What follows belongs to an exercise in optimizing a design on an open flow for small area and a short achievable clock period; a production flow would make more cautious choices. Only simulation tests tie the RTL to the original design; equivalence was not proved. The flow treats the clock pin as an ideal source, which a real chip does not have.

// rotational_cordic
module rotational_cordic (
  output logic data_out_rot,
  output logic [15:0] xprime,
  output logic [15:0] yprime,
  input logic [15:0] x,
  input logic [15:0] y,
  input logic [15:0] theta,
  input logic clk, reset, start
);
clock: 13.0 ns
lec_check: 0
cap_margin: 20
core_margin: 2
core_utilization: 65
cts_cluster_diameter: 60
cts_cluster_size: 25
slew_margin: 20
standard.sh (not shown) runs the stock make flow with config.mk's settings and CLKGATE_MAP_FILE= SYNTH_SCRIPT=/design/flow/synth_recipe.tcl, a recipe that flattens the netlist after the stock synthesis.
==> flow/flow/run.sh <==
#!/bin/bash
set -euo pipefail
export BUFFER_PORTS_ARGS="-buffer_cell sky130_fd_sc_hd__buf_2"
export SETUP_SLACK_MARGIN=9.4
bash standard.sh finish > standard.log 2>&1
The starting point completed without violations.
Then changed:
--- a/flow/flow/run.sh
+++ b/flow/flow/run.sh
@@ -4 +3,0 @@
-export SETUP_SLACK_MARGIN=9.4
CORE_UTILIZATION = 40   (was 65)
CTS_CLUSTER_DIAMETER = not set   (was 60)
CTS_CLUSTER_SIZE = not set   (was 25)
Via count barely changes; setup slack got worse by 0.059 ns; clock-buffer cell count rises by 54; core utilization falls by 27 points; final cell count rises by 12%.
Then changed:
--- a/flow/flow/run.sh
+++ b/flow/flow/run.sh
@@ -3,0 +4 @@
+export SETUP_SLACK_MARGIN=9.4
CORE_UTILIZATION = 65   (was 40)
CTS_CLUSTER_DIAMETER = 45   (was not set)
CTS_CLUSTER_SIZE = 32   (was not set)
Result: Routed wire length fell by 0.52%. Die area fell by 38%. Utilization rose by 28 points. Sequential share of layout area rose by 0.27 points. Cell area fell by 0.63%. Sequential cell count is unchanged. Clock skew fell by 0.024 ns. Count of clock-buffer cells in the layout fell by 24. Via count rose by 1.2%. Non-clock buffer count fell by 5.
Then changed:
CTS_CLUSTER_DIAMETER = not set   (was 45)
CTS_CLUSTER_SIZE = not set   (was 32)
Via count decreases by about 0.5%; wire length decreases by about 0.7%; final area decreases by 0.62%; worst setup slack gets better by 0.018 ns; core utilization decreases by 0.45 points; die area is unchanged; fmax increases by about 0.5%; critical path depth is unchanged.


Another version of the RTL of rotational_cordic (not shown whole).
Size: about 84 I/O pins, about 0.045 sq mm of cells after synthesis.
clock: 13.0 ns
lec_check: 0
cap_margin: 20
core_margin: 2
core_utilization: 75
cts_cluster_diameter: 100
cts_cluster_size: 30
slew_margin: 20
==> flow/flow/run.sh <==
#!/bin/bash
set -euo pipefail
export BUFFER_PORTS_ARGS="-buffer_cell sky130_fd_sc_hd__buf_2"
export SETUP_SLACK_MARGIN=9.3
export POST_CTS_TCL="$PWD/flow/recover.tcl"
bash standard.sh finish > standard.log 2>&1
==> flow/flow/recover.tcl <==
# Downsize cells that have timing slack beyond the setup margin (area/power recovery).
log_cmd estimate_parasitics -placement
log_cmd repair_timing -recover_power 100 -setup_margin $::env(SETUP_SLACK_MARGIN)
set result [catch { detailed_placement } msg]
if { $result != 0 } { error "Detailed placement failed after power recovery: $msg" }
check_placement -verbose
The baseline passed the timing, design-rule and antenna checks.
Next try:
==> flow/flow/run.sh (replaced) <==
#!/bin/bash
set -euo pipefail
export BUFFER_PORTS_ARGS="-buffer_cell sky130_fd_sc_hd__buf_2"
export SETUP_SLACK_MARGIN=9.4
bash standard.sh finish > standard.log 2>&1
--- a/flow/config.mk
+++ b/flow/config.mk
@@ -8,6 +8,7 @@
 export CAP_MARGIN = 20
 export CORE_MARGIN = 2
-export CORE_UTILIZATION = 75
-export CTS_CLUSTER_DIAMETER = 100
-export CTS_CLUSTER_SIZE = 30
+export CORE_UTILIZATION = 65
+export CTS_BUF_LIST = sky130_fd_sc_hd__clkbuf_8 sky130_fd_sc_hd__clkbuf_16
+export CTS_CLUSTER_DIAMETER = 60
+export CTS_CLUSTER_SIZE = 25
 export SLEW_MARGIN = 20
removed: flow/flow/recover.tcl
Outcome:
- maximum frequency goes down slightly
- clock skew goes up by 0.014 ns
- non-clock buffer count goes down by 10
Next try:
--- a/flow/config.mk
+++ b/flow/config.mk
@@ -9,6 +9,6 @@
 export CORE_MARGIN = 2
 export CORE_UTILIZATION = 65
-export CTS_BUF_LIST = sky130_fd_sc_hd__clkbuf_8 sky130_fd_sc_hd__clkbuf_16
 export CTS_CLUSTER_DIAMETER = 60
 export CTS_CLUSTER_SIZE = 25
+export PLACE_DENSITY = 0.85
 export SLEW_MARGIN = 20
Effect:
- fmax hardly moves
- wire length increases by 3.8%
- critical path depth does not change
- via count came out higher by about 3.5%
- die area does not change
- cell area is about the same

==> re-timing with driven ports <==
In the flow no input, the clock included, has a driving cell. The finished layouts below were timed again as built, in two steps. Step 1 (the two cells are an assumption about what drives the block):
set clk [get_ports {clk}]
set_driving_cell -lib_cell sky130_fd_sc_hd__clkbuf_16 $clk
set_driving_cell -lib_cell sky130_fd_sc_hd__buf_2 [delete_from_list [all_inputs] $clk]
Step 2 also shifts input and output timing later by t, the mid clock arrival at the registers, as if the neighbouring blocks saw the same clock. Three values: no drivers, after step 1, after step 2; two values: the first two.
| run | t (ns) | slack for setup (ns) | worst setup path after step 2 |
|---|---|---|---|
| the first run of note 1 | 0.672 | 9.289 / 9.221 / 9.636 | register to register |
| the second run of note 1 | 0.764 | 9.230 / 9.159 / 9.414 | register to register |
| the third run of note 1 | 0.706 | 9.262 / 9.195 / 9.639 | register to register |
| the fourth run of note 1 | 0.697 | 9.281 / 9.211 / 9.617 | register to register |
| the first run of note 2 | 0.657 | 9.302 / 9.240 / 9.366 | register to register |
| the second run of note 2 | 0.708 | 9.272 / 9.203 / 9.438 | register to register |
| the third run of note 2 | 0.701 | 9.268 / 9.208 / 9.427 | register to register |
After both steps setup and hold are still met in every run listed.
